What follows belongs to an exercise in optimizing a design on an open flow for small area, a short achievable clock period and few clock cycles; a production flow would make more cautious choices.
Power is estimated from default activity; no workload was simulated.

run A:
==> flow/design.v (excerpt) <==
module maze(clk, reset, start_i, row_i, action_o, coord_o);
    input clk, reset, start_i;
    input [15:0] row_i;
    output reg [1:0] action_o;
    output [5:0] coord_o;
    localparam [1:0] A_IDLE = 2'b00, A_IN = 2'b01, A_CAL = 2'b10, A_OUT = 2'b11;
    reg [63:0] s1, s0;
    reg [8:0]  ph;      
    reg        ld;      
    reg [1:0]  T;       
    reg [1:0]  dm;      
    reg        tgt;     
    reg [7:0]  cpos, rpos;    
    reg [7:0]  cq, rq;        
    wire load = ld | ph[7];
    wire walk = (action_o == A_OUT);
    wire [7:0] in1, in0, isst;
    genvar g;
    generate for (g = 0; g < 8; g = g + 1) begin : col
        assign in1[g]  =  row_i[15-2*g] &  row_i[14-2*g];
        assign in0[g]  = ~row_i[15-2*g] &  row_i[14-2*g];
        assign isst[g] =  row_i[15-2*g] & ~row_i[14-2*g];
    end endgenerate
    wire       found = load & |isst;
    wire       last  = ph[7];    
    wire [7:0] ldr   = ph[7:0];
    reg [63:0] x1, x0;
    integer k;
    always @* begin
        x1 = s1;
        x0 = s0;
        for (k = 7; k < 64; k = k + 8) begin
            x1[k] = last ? in1[k >> 3] : s1[k];
            x0[k] = last ? in0[k >> 3] : s0[k];
        end
    end
    wire [63:0] ROW0 = 64'h0101010101010101;
    wire [63:0] ROW7 = 64'h8080808080808080;
    wire [63:0] nb  = ((x1 >> 1) & ~ROW7) | ((x1 << 1) & ~ROW0) | (x1 >> 8) | (x1 << 8);
    wire [63:0] nw  = nb & ~x1 & ~x0 & {64{~ld}};
    wire        lab = T[1] ^ T[0];       
    always @(posedge clk) begin
        for (k = 0; k < 64; k = k + 1) begin
            if (ldr[k & 7] & ((k & 7) != 7)) begin
                s1[k] <= in1[k >> 3];
                s0[k] <= in0[k >> 3];
            end else begin
                s1[k] <= x1[k] | nw[k];
                s0[k] <= x0[k] | (nw[k] & lab);
            end
        end
    end
  ...
Size in the first run: roughly 1600 cells after synthesis, ~180 flip-flops, ~27 I/O pins.
clock: 3.7 ns
lec_check: 0
abc_area: 1
cap_margin: 20
core_margin: 2
core_utilization: 40
cts_buf_list: sky130_fd_sc_hd__clkbuf_4 sky130_fd_sc_hd__clkbuf_8
cts_cluster_diameter: 80
cts_cluster_size: 30
setup_slack_margin: 1.5
slew_margin: 20
run.sh (not shown) runs the stock make flow with config.mk's settings and CLKGATE_MAP_FILE= SYNTH_SCRIPT=/design/flow/synth_recipe.tcl, a recipe that flattens the netlist after the stock synthesis.
> inputs changed (run A -> run B)
- SETUP_SLACK_MARGIN: 1.5 -> 1.3
### Flow results
Taking run A as the reference, in run B hold slack essentially unchanged; cell area after layout saw a decrease; number of antenna diodes up 1; setup slack went down by 0.13 ns.
No functional check of the RTL was part of any run of this note.

---

north:
maze, a different RTL version from the one above (not shown whole).
Size: ~1500 cells after synthesis, roughly 27 I/O pins, roughly 9600 µm² of cells after synthesis.
export LEC_CHECK = 0
export ABC_AREA = 1
export CAP_MARGIN = 20
export CORE_MARGIN = 2
export CORE_UTILIZATION = 40
export SETUP_SLACK_MARGIN = 1.0
export SLEW_MARGIN = 20
create_clock -name core_clock -period 3.7 [get_ports {clk}]
The following lists how south was set up differently from north:
- CTS_CLUSTER_DIAMETER now 80, previously not set
- SETUP_SLACK_MARGIN now 1.6, was 1.0
- CTS_BUF_LIST now sky130_fd_sc_hd__clkbuf_4 sky130_fd_sc_hd__clkbuf_8, previously not set
- CTS_CLUSTER_SIZE now 30, previously not set
==> results.txt <==
Delta(hold slack, south - north) < 0. Between south and north, it is south whose static power due to leakage is higher, by 0.68 nW. The final layout from south, which completed every stage, passed the timing, design-rule and antenna checks at the end of the flow. Cmp south vs north: share of cell area taken by multi-input logic gates lower in south. south ended with more number of setup buffers added after CTS than north. Data-path buffer share of cell area in the final layout ends up lower on north.
What east does differently from south at the input level:
- CTS_CLUSTER_DIAMETER: 80 -> unset
- CTS_BUF_LIST: sky130_fd_sc_hd__clkbuf_4 sky130_fd_sc_hd__clkbuf_8 -> unset
- SETUP_SLACK_MARGIN: 1.6 -> 1.3
- CTS_CLUSTER_SIZE: 30 -> unset
==> results.txt <==
Both conditions hold for east: the flow ran to the end and the final layout passed the timing, design-rule and antenna checks. Measured against each other, south and east differ in non-clock buffer share of cell area, the lower figure coming from east. Sequential power down about 3% in east wrt south. Relative area change from synthesis to final layout delta for east relative to south: 14 points lower. Against south, east reports a fraction of power consumed by combinational cells that is lower. Run comparison: south critical path capture point action_o[1]; east critical path capture point coord_o[1]. east — final net count about 3.6% lower, south as reference. Power per cell area (lower): east. Comparing south against east, there is no change at all in leftover overflow at the end of global routing.
No run of this note included a check of the RTL's function; only the layout flow was run.

[re-timing with driven ports]
The flow's constraints put no driver on any port. The routed layouts listed below were extracted and timed again, unchanged, in two steps.
Step 1, drivers: a clkbuf_16 drives clk and a buf_2 each remaining input, both assumed.
Step 2 also shifts input and output timing later by t, the mid clock arrival at the registers, as if the neighbouring blocks saw the same clock.
Slacks: no drivers / after step 1 / after step 2; pairs: no drivers / after step 1.
| run | shift t [ns] | setup slack, ns | worst setup path after step 2 | clock arrival spread, ns | slew at the worst register clock pin (ns) |
|---|---|---|---|---|---|
| run A | 0.526 | 1.478 / 1.478 / 0.994 | input to register | 0.016 / 0.016 | 0.11 / 0.11 |
| run B | 0.526 | 1.352 / 1.306 / 0.906 | input to register | 0.019 / 0.019 | 0.11 / 0.11 |
| north | 0.487 | 1.055 / 1.003 / 0.853 | input to register | 0.012 / 0.012 | 0.07 / 0.07 |
| south | 0.524 | 1.418 / 1.397 / 1.034 | input to register | 0.021 / 0.021 | 0.11 / 0.11 |
| east | 0.489 | 1.324 / 1.274 / 0.902 | input to register | 0.011 / 0.011 | 0.07 / 0.07 |
After both steps setup and hold are still met in every run listed. For run A, which loses most, drivers alone change the setup slack by 0.000 ns; drivers and shift together by -0.484 ns.
